This design comes from an exercise in tuning for small area on the open sky130 flow, not from production work. At most, simulation tests tie the RTL to the original design; equivalence was not proved. The flow treats the clock pin as an ideal source, which a real chip does not have. No activity file was given, so power comes from the tool's default toggle rates.

## exam1
module exam1(rst,key_in,clk,rw,rs,en,data,intr_n,cs_n,rd_n,wr_n,data_reg,adata,key);
For scale: roughly 320 cells after synthesis, about 50 flip-flops, ~36 I/O pins, about 2800 um^2 of cells after synthesis.
Settings: LEC_CHECK=0, ABC_AREA=1, CAP_MARGIN=20, CORE_MARGIN=2, CORE_UTILIZATION=40, SLEW_MARGIN=20; clock period 20.0 ns.
standard.sh (not shown) runs the stock make flow with config.mk's settings and CLKGATE_MAP_FILE= SYNTH_SCRIPT=/design/flow/synth_recipe.tcl, a recipe that flattens the netlist after the stock synthesis.
==> flow/flow/run.sh <==
#!/bin/bash
# Own layout flow: the standard ORFS flow, with these changes:
#  - synthesis maps the logic with an area-oriented ABC script (flow/area.abc)
#    and skips the half/full-adder extraction; registers are mapped exactly
#    as in the standard synthesis (same passes, same dfflibmap).
#  - ports are buffered with sky130_fd_sc_hd__buf_1.
#  - the clock reaches all flip-flops through a single clock buffer
#    (flow/cts1.tcl) instead of the CTS H-tree.
set -euo pipefail
W=$PWD
sed 's|log_cmd abc {\*}$abc_args|log_cmd abc {*}[lreplace $abc_args 1 1 $::env(MY_ABC_SCRIPT)]|' \
  "$FLOW_HOME/scripts/synth.tcl" > "$W/my_synth_core.tcl"
grep -q MY_ABC_SCRIPT "$W/my_synth_core.tcl"
sed "s|\$::env(SCRIPTS_DIR)/synth.tcl|$W/my_synth_core.tcl|" synth_recipe.tcl > "$W/my_synth.tcl"
grep -q my_synth_core "$W/my_synth.tcl"
export MY_ABC_SCRIPT="$W/flow/area.abc"
export MY_CLK_BUF=${MY_CLK_BUF:-sky130_fd_sc_hd__clkbuf_8}
export MY_CLK_K=${MY_CLK_K:-4}
ARGS=(SYNTH_SCRIPT="$W/my_synth.tcl" ADDER_MAP_FILE= "BUFFER_PORTS_ARGS=-buffer_cell sky130_fd_sc_hd__buf_1")
bash standard.sh "${ARGS[@]}" synth > "$W/synth.log" 2>&1
bash standard.sh "${ARGS[@]}" place > "$W/place.log" 2>&1
R=$W/orfs/results/sky130hd/exam1/base
export RESULTS_DIR=$R
export LIB_FILES=$FLOW_HOME/platforms/sky130hd/lib/sky130_fd_sc_hd__tt_025C_1v80.lib
export PLATFORM_DIR=$FLOW_HOME/platforms/sky130hd
openroad -no_init -exit "$W/flow/cts1.tcl" > "$W/cts1.log" 2>&1
bash standard.sh "${ARGS[@]}" finish > "$W/finish.log" 2>&1
==> flow/flow/cts1.tcl <==
set R $::env(RESULTS_DIR)
read_liberty $::env(LIB_FILES)
read_db $R/3_place.odb
read_sdc $R/3_place.sdc
source $::env(PLATFORM_DIR)/setRC.tcl
set K $::env(MY_CLK_K)
set block [ord::get_db_block]
set net [$block findNet clk]
set dbu [[ord::get_db_tech] getDbUnitsPerMicron]
set pins {}
set pts {}
foreach it [$net getITerms] {
  set inst [$it getInst]
  set loc [$inst getLocation]
  lappend pins "[$inst getName]/[[$it getMTerm] getName]"
  lappend pts [list [expr {double([lindex $loc 0]) / $dbu}] [expr {double([lindex $loc 1]) / $dbu}]]
}
set n [llength $pts]
# balanced clusters: split the sinks recursively along the longer side of
# their bounding box, in proportion to the number of buffers on each side
proc split_sinks {idx pts k} {
  if {$k <= 1} { return [list $idx] }
  set xs {}; set ys {}
  foreach i $idx { lappend xs [lindex $pts $i 0]; lappend ys [lindex $pts $i 1] }
  set xs [lsort -real $xs]; set ys [lsort -real $ys]
  set axis [expr {([lindex $xs end] - [lindex $xs 0]) >= ([lindex $ys end] - [lindex $ys 0]) ? 0 : 1}]
  set keyed {}
  foreach i $idx { lappend keyed [list [lindex $pts $i $axis] $i] }
  set srt {}
  foreach e [lsort -real -index 0 $keyed] { lappend srt [lindex $e 1] }
  set k1 [expr {$k / 2}]
  set n1 [expr {int(round(double([llength $idx]) * $k1 / $k))}]
  return [concat [split_sinks [lrange $srt 0 [expr {$n1 - 1}]] $pts $k1] \
                 [split_sinks [lrange $srt $n1 end] $pts [expr {$k - $k1}]]]
}
set idxs {}
for {set i 0} {$i < $n} {incr i} { lappend idxs $i }
set groups [split_sinks $idxs $pts $K]
set asg [lrepeat $n 0]
set cs {}
set k 0
foreach g $groups {
  set sx 0; set sy 0
  foreach i $g { lset asg $i $k; set sx [expr {$sx + [lindex $pts $i 0]}]; set sy [expr {$sy + [lindex $pts $i 1]}] }
  lappend cs [list [expr {$sx / [llength $g]}] [expr {$sy / [llength $g]}]]
  incr k
}
for {set k 0} {$k < $K} {incr k} {
  set lp {}
  foreach pn $pins a $asg { if {$a == $k} { lappend lp [get_pins $pn] } }
  if {[llength $lp] == 0} continue
  puts "cluster $k: [llength $lp] sinks at [lindex $cs $k]"
  insert_buffer -buffer_cell $::env(MY_CLK_BUF) -load_pins $lp -location [lindex $cs $k] -buffer_name clkbuf_leaf_$k -net_name clknet_leaf_$k
}
set_propagated_clock [all_clocks]
detailed_placement
check_placement -verbose
estimate_parasitics -placement
report_clock_skew
report_checks -path_delay min
report_checks -path_delay max
report_check_types -max_slew -max_capacitance -violators
write_db $R/4_1_cts.odb
write_db $R/4_cts.odb
write_sdc $R/4_cts.sdc
Other scripts of this flow, unchanged in this note and not shown: flow/flow/area.abc
Change:
--- a/flow/flow/run.sh
+++ b/flow/flow/run.sh
@@ -16,5 +16,5 @@
 export MY_ABC_SCRIPT="$W/flow/area.abc"
 export MY_CLK_BUF=${MY_CLK_BUF:-sky130_fd_sc_hd__clkbuf_8}
-export MY_CLK_K=${MY_CLK_K:-4}
+export MY_CLK_K=${MY_CLK_K:-3}
 ARGS=(SYNTH_SCRIPT="$W/my_synth.tcl" ADDER_MAP_FILE= "BUFFER_PORTS_ARGS=-buffer_cell sky130_fd_sc_hd__buf_1")
 bash standard.sh "${ARGS[@]}" synth > "$W/synth.log" 2>&1
==> flow/flow/cts1.tcl (replaced) <==
set R $::env(RESULTS_DIR)
read_liberty $::env(LIB_FILES)
read_db $R/3_place.odb
read_sdc $R/3_place.sdc
source $::env(PLATFORM_DIR)/setRC.tcl
set K $::env(MY_CLK_K)
set block [ord::get_db_block]
set net [$block findNet clk]
set dbu [[ord::get_db_tech] getDbUnitsPerMicron]
set pins {}
set pts {}
foreach it [$net getITerms] {
  set inst [$it getInst]
  set loc [$inst getLocation]
  lappend pins "[$inst getName]/[[$it getMTerm] getName]"
  lappend pts [list [expr {double([lindex $loc 0]) / $dbu}] [expr {double([lindex $loc 1]) / $dbu}]]
}
set n [llength $pts]
# k-means, initial centres spread along x
set order [lsort -real -index 0 [lmap p $pts {set p}]]
set cs {}
for {set k 0} {$k < $K} {incr k} {
  lappend cs [lindex $order [expr {int(($k + 0.5) * $n / $K)}]]
}
for {set iter 0} {$iter < 50} {incr iter} {
  set asg {}
  foreach p $pts {
    set best 0; set bd 1e18
    for {set k 0} {$k < $K} {incr k} {
      set c [lindex $cs $k]
      set d [expr {pow([lindex $p 0] - [lindex $c 0], 2) + pow([lindex $p 1] - [lindex $c 1], 2)}]
      if {$d < $bd} { set bd $d; set best $k }
    }
    lappend asg $best
  }
  set ncs {}
  for {set k 0} {$k < $K} {incr k} {
    set sx 0; set sy 0; set m 0
    foreach p $pts a $asg {
      if {$a == $k} { set sx [expr {$sx + [lindex $p 0]}]; set sy [expr {$sy + [lindex $p 1]}]; incr m }
    }
    if {$m > 0} { lappend ncs [list [expr {$sx / $m}] [expr {$sy / $m}]] } else { lappend ncs [lindex $cs $k] }
  }
  set cs $ncs
}
for {set k 0} {$k < $K} {incr k} {
  set lp {}
  foreach pn $pins a $asg { if {$a == $k} { lappend lp [get_pins $pn] } }
  if {[llength $lp] == 0} continue
  puts "cluster $k: [llength $lp] sinks at [lindex $cs $k]"
  insert_buffer -buffer_cell $::env(MY_CLK_BUF) -load_pins $lp -location [lindex $cs $k] -buffer_name clkbuf_leaf_$k -net_name clknet_leaf_$k
}
set_propagated_clock [all_clocks]
detailed_placement
check_placement -verbose
estimate_parasitics -placement
report_clock_skew
report_checks -path_delay min
report_checks -path_delay max
report_check_types -max_slew -max_capacitance -violators
write_db $R/4_1_cts.odb
write_db $R/4_cts.odb
write_sdc $R/4_cts.sdc
Outcome:
- The new run went through all stages and came out clean
- via count went down slightly
- wire length drops slightly
- maximum frequency stays flat
- non-clock buffer count is unchanged
- global-route usage falls by 0.18 points
- total power came out lower by a few percent
- die area does not change
- sequential share of layout area is higher by 0.19 points
Change:
--- a/flow/flow/run.sh
+++ b/flow/flow/run.sh
@@ -16,5 +16,5 @@
 export MY_ABC_SCRIPT="$W/flow/area.abc"
 export MY_CLK_BUF=${MY_CLK_BUF:-sky130_fd_sc_hd__clkbuf_8}
-export MY_CLK_K=${MY_CLK_K:-3}
+export MY_CLK_K=${MY_CLK_K:-4}
 ARGS=(SYNTH_SCRIPT="$W/my_synth.tcl" ADDER_MAP_FILE= "BUFFER_PORTS_ARGS=-buffer_cell sky130_fd_sc_hd__buf_1")
 bash standard.sh "${ARGS[@]}" synth > "$W/synth.log" 2>&1
--- a/flow/config.mk
+++ b/flow/config.mk
@@ -7,6 +7,6 @@
 export LEC_CHECK = 0
 export ABC_AREA = 1
-export CAP_MARGIN = 20
+export CAP_MARGIN = 0
 export CORE_MARGIN = 2
 export CORE_UTILIZATION = 40
-export SLEW_MARGIN = 20
+export SLEW_MARGIN = 0
=>
- final cell count hardly moves
- fmax stays flat
- hold slack got worse by 0.0044 ns


## zinc
exam1, a different RTL version from the one above (not shown whole).
Size: ~330 cells after synthesis, roughly 36 I/O pins, roughly 2900 µm² of cells after synthesis.
clock: 20.0 ns
lec_check: 0
abc_area: 1
cap_margin: 20
core_margin: 2
core_utilization: 40
slew_margin: 20
==> flow/flow/run.sh <==
#!/bin/bash
# Own layout flow: the standard ORFS flow, with these changes:
#  - synthesis maps the logic with an area-oriented ABC script (flow/area.abc)
#    and skips the half/full-adder extraction; registers are mapped exactly
#    as in the standard synthesis (same passes, same dfflibmap).
#  - ports are buffered with sky130_fd_sc_hd__buf_1.
#  - the clock reaches all flip-flops through a single clock buffer
#    (flow/cts1.tcl) instead of the CTS H-tree.
set -euo pipefail
W=$PWD
sed 's|log_cmd abc {\*}$abc_args|log_cmd abc {*}[lreplace $abc_args 1 1 $::env(MY_ABC_SCRIPT)]|' \
  "$FLOW_HOME/scripts/synth.tcl" > "$W/my_synth_core.tcl"
grep -q MY_ABC_SCRIPT "$W/my_synth_core.tcl"
sed "s|\$::env(SCRIPTS_DIR)/synth.tcl|$W/my_synth_core.tcl|" synth_recipe.tcl > "$W/my_synth.tcl"
grep -q my_synth_core "$W/my_synth.tcl"
export MY_ABC_SCRIPT="$W/flow/area.abc"
export MY_CLK_BUF=${MY_CLK_BUF:-sky130_fd_sc_hd__clkbuf_16}
export MY_CLK_K=${MY_CLK_K:-2}
ARGS=(SYNTH_SCRIPT="$W/my_synth.tcl" ADDER_MAP_FILE= "BUFFER_PORTS_ARGS=-buffer_cell sky130_fd_sc_hd__buf_1")
bash standard.sh "${ARGS[@]}" synth > "$W/synth.log" 2>&1
bash standard.sh "${ARGS[@]}" place > "$W/place.log" 2>&1
R=$W/orfs/results/sky130hd/exam1/base
export RESULTS_DIR=$R
export LIB_FILES=$FLOW_HOME/platforms/sky130hd/lib/sky130_fd_sc_hd__tt_025C_1v80.lib
export PLATFORM_DIR=$FLOW_HOME/platforms/sky130hd
openroad -no_init -exit "$W/flow/cts1.tcl" > "$W/cts1.log" 2>&1
bash standard.sh "${ARGS[@]}" finish > "$W/finish.log" 2>&1
==> flow/flow/cts1.tcl <==
set R $::env(RESULTS_DIR)
read_liberty $::env(LIB_FILES)
read_db $R/3_place.odb
read_sdc $R/3_place.sdc
source $::env(PLATFORM_DIR)/setRC.tcl
set K $::env(MY_CLK_K)
set block [ord::get_db_block]
set net [$block findNet clk]
set dbu [[ord::get_db_tech] getDbUnitsPerMicron]
set pins {}
set pts {}
foreach it [$net getITerms] {
  set inst [$it getInst]
  set loc [$inst getLocation]
  lappend pins "[$inst getName]/[[$it getMTerm] getName]"
  lappend pts [list [expr {double([lindex $loc 0]) / $dbu}] [expr {double([lindex $loc 1]) / $dbu}]]
}
set n [llength $pts]
# k-means, initial centres spread along x
set order [lsort -real -index 0 [lmap p $pts {set p}]]
set cs {}
for {set k 0} {$k < $K} {incr k} {
  lappend cs [lindex $order [expr {int(($k + 0.5) * $n / $K)}]]
}
for {set iter 0} {$iter < 50} {incr iter} {
  set asg {}
  foreach p $pts {
    set best 0; set bd 1e18
    for {set k 0} {$k < $K} {incr k} {
      set c [lindex $cs $k]
      set d [expr {pow([lindex $p 0] - [lindex $c 0], 2) + pow([lindex $p 1] - [lindex $c 1], 2)}]
      if {$d < $bd} { set bd $d; set best $k }
    }
    lappend asg $best
  }
  set ncs {}
  for {set k 0} {$k < $K} {incr k} {
    set sx 0; set sy 0; set m 0
    foreach p $pts a $asg {
      if {$a == $k} { set sx [expr {$sx + [lindex $p 0]}]; set sy [expr {$sy + [lindex $p 1]}]; incr m }
    }
    if {$m > 0} { lappend ncs [list [expr {$sx / $m}] [expr {$sy / $m}]] } else { lappend ncs [lindex $cs $k] }
  }
  set cs $ncs
}
for {set k 0} {$k < $K} {incr k} {
  set lp {}
  foreach pn $pins a $asg { if {$a == $k} { lappend lp [get_pins $pn] } }
  if {[llength $lp] == 0} continue
  puts "cluster $k: [llength $lp] sinks at [lindex $cs $k]"
  insert_buffer -buffer_cell $::env(MY_CLK_BUF) -load_pins $lp -location [lindex $cs $k] -buffer_name clkbuf_leaf_$k -net_name clknet_leaf_$k
}
set_propagated_clock [all_clocks]
detailed_placement
check_placement -verbose
estimate_parasitics -placement
report_clock_skew
report_checks -path_delay min
report_checks -path_delay max
report_check_types -max_slew -max_capacitance -violators
write_db $R/4_1_cts.odb
write_db $R/4_cts.odb
write_sdc $R/4_cts.sdc
Other scripts of this flow, unchanged in this note and not shown: flow/flow/area.abc
zinc ran to completion and came out clean on the timing, DRC and antenna checks.
Inputs modified between zinc and harbor:
diff --git a/flow/flow/run.sh b/flow/flow/run.sh
--- a/flow/flow/run.sh
+++ b/flow/flow/run.sh
@@ -17,2 +17,2 @@
-export MY_CLK_BUF=${MY_CLK_BUF:-sky130_fd_sc_hd__clkbuf_16}
-export MY_CLK_K=${MY_CLK_K:-2}
+export MY_CLK_BUF=${MY_CLK_BUF:-sky130_fd_sc_hd__clkbuf_8}
+export MY_CLK_K=${MY_CLK_K:-3}
diff --git a/flow/config.mk b/flow/config.mk
--- a/flow/config.mk
+++ b/flow/config.mk
@@ -11 +11 @@
-export CORE_UTILIZATION = 40
+export CORE_UTILIZATION = 70
[summary]
Going from zinc to harbor, final cell count shrank by a little under 10%.
Against zinc, harbor comes in 0.85 points higher on flip-flop and latch share of the layout cell area.
Between zinc and harbor, the post-route clock skew figures differ only marginally.
harbor reached the end of the flow, and the finished layout is clean on the timing, DRC and antenna checks.
Relative to harbor, the following input files were edited for juniper:
diff --git a/flow/config.mk b/flow/config.mk
--- a/flow/config.mk
+++ b/flow/config.mk
@@ -11 +11 @@
-export CORE_UTILIZATION = 70
+export CORE_UTILIZATION = 40
==> comparison <==
The final layout from juniper, which completed every stage, passed the timing, DRC and antenna checks at the end of the flow.
In juniper the global-route track usage on met2 turned out 24 points lower than in harbor.
Side by side, total power consumption of the routed design turned out lower in juniper than in harbor.
Changes observed in juniper relative to harbor: ratio of final minimum period to clock period now sits at about the same level; cell count went up.
Diff harbor and juniper: length of routed met2 wiring higher in harbor
[diff] final worst setup slack, juniper relative to harbor: improvement


Another version of the RTL of exam1 (not shown whole).
For scale: ~310 cells after synthesis, ~36 I/O pins, ~0.0027 mm^2 of cells after synthesis.
Settings: LEC_CHECK=0, ABC_AREA=1, CAP_MARGIN=20, CORE_MARGIN=2, CORE_UTILIZATION=40, SLEW_MARGIN=20; clock period 20.0 ns.
==> flow/flow/run.sh <==
#!/bin/bash
# Own layout flow: the standard ORFS flow, with these changes:
#  - synthesis maps the logic with an area-oriented ABC script (flow/area.abc)
#    and skips the half/full-adder extraction; registers are mapped exactly
#    as in the standard synthesis (same passes, same dfflibmap).
#  - ports are buffered with sky130_fd_sc_hd__buf_1.
#  - the clock reaches all flip-flops through a single clock buffer
#    (flow/cts1.tcl) instead of the CTS H-tree.
set -euo pipefail
W=$PWD
sed 's|log_cmd abc {\*}$abc_args|log_cmd abc {*}[lreplace $abc_args 1 1 $::env(MY_ABC_SCRIPT)]|' \
  "$FLOW_HOME/scripts/synth.tcl" > "$W/my_synth_core.tcl"
grep -q MY_ABC_SCRIPT "$W/my_synth_core.tcl"
sed "s|\$::env(SCRIPTS_DIR)/synth.tcl|$W/my_synth_core.tcl|" synth_recipe.tcl > "$W/my_synth.tcl"
grep -q my_synth_core "$W/my_synth.tcl"
export MY_ABC_SCRIPT="$W/flow/area.abc"
export MY_CLK_BUF=${MY_CLK_BUF:-sky130_fd_sc_hd__clkbuf_8}
export MY_CLK_K=${MY_CLK_K:-3}
ARGS=(SYNTH_SCRIPT="$W/my_synth.tcl" ADDER_MAP_FILE= "BUFFER_PORTS_ARGS=-buffer_cell sky130_fd_sc_hd__buf_1")
bash standard.sh "${ARGS[@]}" synth > "$W/synth.log" 2>&1
bash standard.sh "${ARGS[@]}" place > "$W/place.log" 2>&1
R=$W/orfs/results/sky130hd/exam1/base
export RESULTS_DIR=$R
export LIB_FILES=$FLOW_HOME/platforms/sky130hd/lib/sky130_fd_sc_hd__tt_025C_1v80.lib
export PLATFORM_DIR=$FLOW_HOME/platforms/sky130hd
openroad -no_init -exit "$W/flow/cts1.tcl" > "$W/cts1.log" 2>&1
bash standard.sh "${ARGS[@]}" finish > "$W/finish.log" 2>&1
==> flow/flow/cts1.tcl <==
set R $::env(RESULTS_DIR)
read_liberty $::env(LIB_FILES)
read_db $R/3_place.odb
read_sdc $R/3_place.sdc
source $::env(PLATFORM_DIR)/setRC.tcl
set K $::env(MY_CLK_K)
set block [ord::get_db_block]
set net [$block findNet clk]
set dbu [[ord::get_db_tech] getDbUnitsPerMicron]
set pins {}
set pts {}
foreach it [$net getITerms] {
  set inst [$it getInst]
  set loc [$inst getLocation]
  lappend pins "[$inst getName]/[[$it getMTerm] getName]"
  lappend pts [list [expr {double([lindex $loc 0]) / $dbu}] [expr {double([lindex $loc 1]) / $dbu}]]
}
set n [llength $pts]
# balanced clusters: split the sinks recursively along the longer side of
# their bounding box, in proportion to the number of buffers on each side
proc split_sinks {idx pts k} {
  if {$k <= 1} { return [list $idx] }
  set xs {}; set ys {}
  foreach i $idx { lappend xs [lindex $pts $i 0]; lappend ys [lindex $pts $i 1] }
  set xs [lsort -real $xs]; set ys [lsort -real $ys]
  set axis [expr {([lindex $xs end] - [lindex $xs 0]) >= ([lindex $ys end] - [lindex $ys 0]) ? 0 : 1}]
  set keyed {}
  foreach i $idx { lappend keyed [list [lindex $pts $i $axis] $i] }
  set srt {}
  foreach e [lsort -real -index 0 $keyed] { lappend srt [lindex $e 1] }
  set k1 [expr {$k / 2}]
  set n1 [expr {int(round(double([llength $idx]) * $k1 / $k))}]
  return [concat [split_sinks [lrange $srt 0 [expr {$n1 - 1}]] $pts $k1] \
                 [split_sinks [lrange $srt $n1 end] $pts [expr {$k - $k1}]]]
}
set idxs {}
for {set i 0} {$i < $n} {incr i} { lappend idxs $i }
set groups [split_sinks $idxs $pts $K]
set asg [lrepeat $n 0]
set cs {}
set k 0
foreach g $groups {
  set sx 0; set sy 0
  foreach i $g { lset asg $i $k; set sx [expr {$sx + [lindex $pts $i 0]}]; set sy [expr {$sy + [lindex $pts $i 1]}] }
  lappend cs [list [expr {$sx / [llength $g]}] [expr {$sy / [llength $g]}]]
  incr k
}
for {set k 0} {$k < $K} {incr k} {
  set lp {}
  foreach pn $pins a $asg { if {$a == $k} { lappend lp [get_pins $pn] } }
  if {[llength $lp] == 0} continue
  puts "cluster $k: [llength $lp] sinks at [lindex $cs $k]"
  insert_buffer -buffer_cell $::env(MY_CLK_BUF) -load_pins $lp -location [lindex $cs $k] -buffer_name clkbuf_leaf_$k -net_name clknet_leaf_$k
}
set_propagated_clock [all_clocks]
detailed_placement
check_placement -verbose
estimate_parasitics -placement
report_clock_skew
report_checks -path_delay min
report_checks -path_delay max
report_check_types -max_slew -max_capacitance -violators
write_db $R/4_1_cts.odb
write_db $R/4_cts.odb
write_sdc $R/4_cts.sdc
Other scripts of this flow, unchanged in this note and not shown: flow/flow/area.abc
Rerun with:
--- a/flow/flow/run.sh
+++ b/flow/flow/run.sh
@@ -17,3 +17,3 @@
 export MY_CLK_BUF=${MY_CLK_BUF:-sky130_fd_sc_hd__clkbuf_8}
-export MY_CLK_K=${MY_CLK_K:-3}
+export MY_CLK_K=${MY_CLK_K:-4}
 ARGS=(SYNTH_SCRIPT="$W/my_synth.tcl" ADDER_MAP_FILE= "BUFFER_PORTS_ARGS=-buffer_cell sky130_fd_sc_hd__buf_1")
Outcome: The new run completed with no timing, DRC or antenna violations. Critical path depth stays the same. Cell area goes up by about 0.46%. Utilization goes up by 0.21 points. Clock power goes up by 13%. Via count goes up by about 0.6%. Combinational power hardly moves. Count of clock-buffer cells in the layout goes up by 1. Die area is unchanged. Cell count stays flat. First-iteration DRC count goes up by 20%. Power goes up by 2.7%.
Function was not checked in any run of this note: the RTL went through the layout flow alone.

[afterwards: timing with drivers on the ports]
The results above use ideal ports. As a check the final layouts listed here were re-extracted and re-timed, cells and wires unchanged. Step 1 sets driving cells, clkbuf_16 on the clock port and buf_2 on the other inputs (assumed; they add their load-dependent delay and slew). Step 2 adds t to the input delays and takes it off the output delays; t is the mean of the earliest and latest rising clock arrival at the registers after step 1. Input paths then give back, and output paths get back, about the clock's delay inside the block. Three values: ideal ports, drivers, drivers and shift; two values: the first two.
run | shift t [ns] | setup WS [ns] | latest minus earliest clock arrival (ns)
the first run of note 1 | 0.203 | 13.542 / 13.482 / 13.684 | 0.011 / 0.011
the second run of note 1 | 0.213 | 13.538 / 13.487 / 13.699 | 0.028 / 0.029
the third run of note 1 | 0.205 | 13.556 / 13.498 / 13.702 | 0.029 / 0.029
zinc | 0.209 | 13.593 / 13.541 / 13.750 | 0.034 / 0.033
harbor | 0.198 | 13.553 / 13.506 / 13.704 | 0.035 / 0.035
juniper | 0.208 | 13.580 / 13.528 / 13.735 | 0.011 / 0.011
the first run of note 3 | 0.206 | 13.223 / 13.173 / 13.379 | 0.006 / 0.006
the second run of note 3 | 0.198 | 13.264 / 13.206 / 13.404 | 0.009 / 0.010
After both steps every run listed still meets setup and hold.
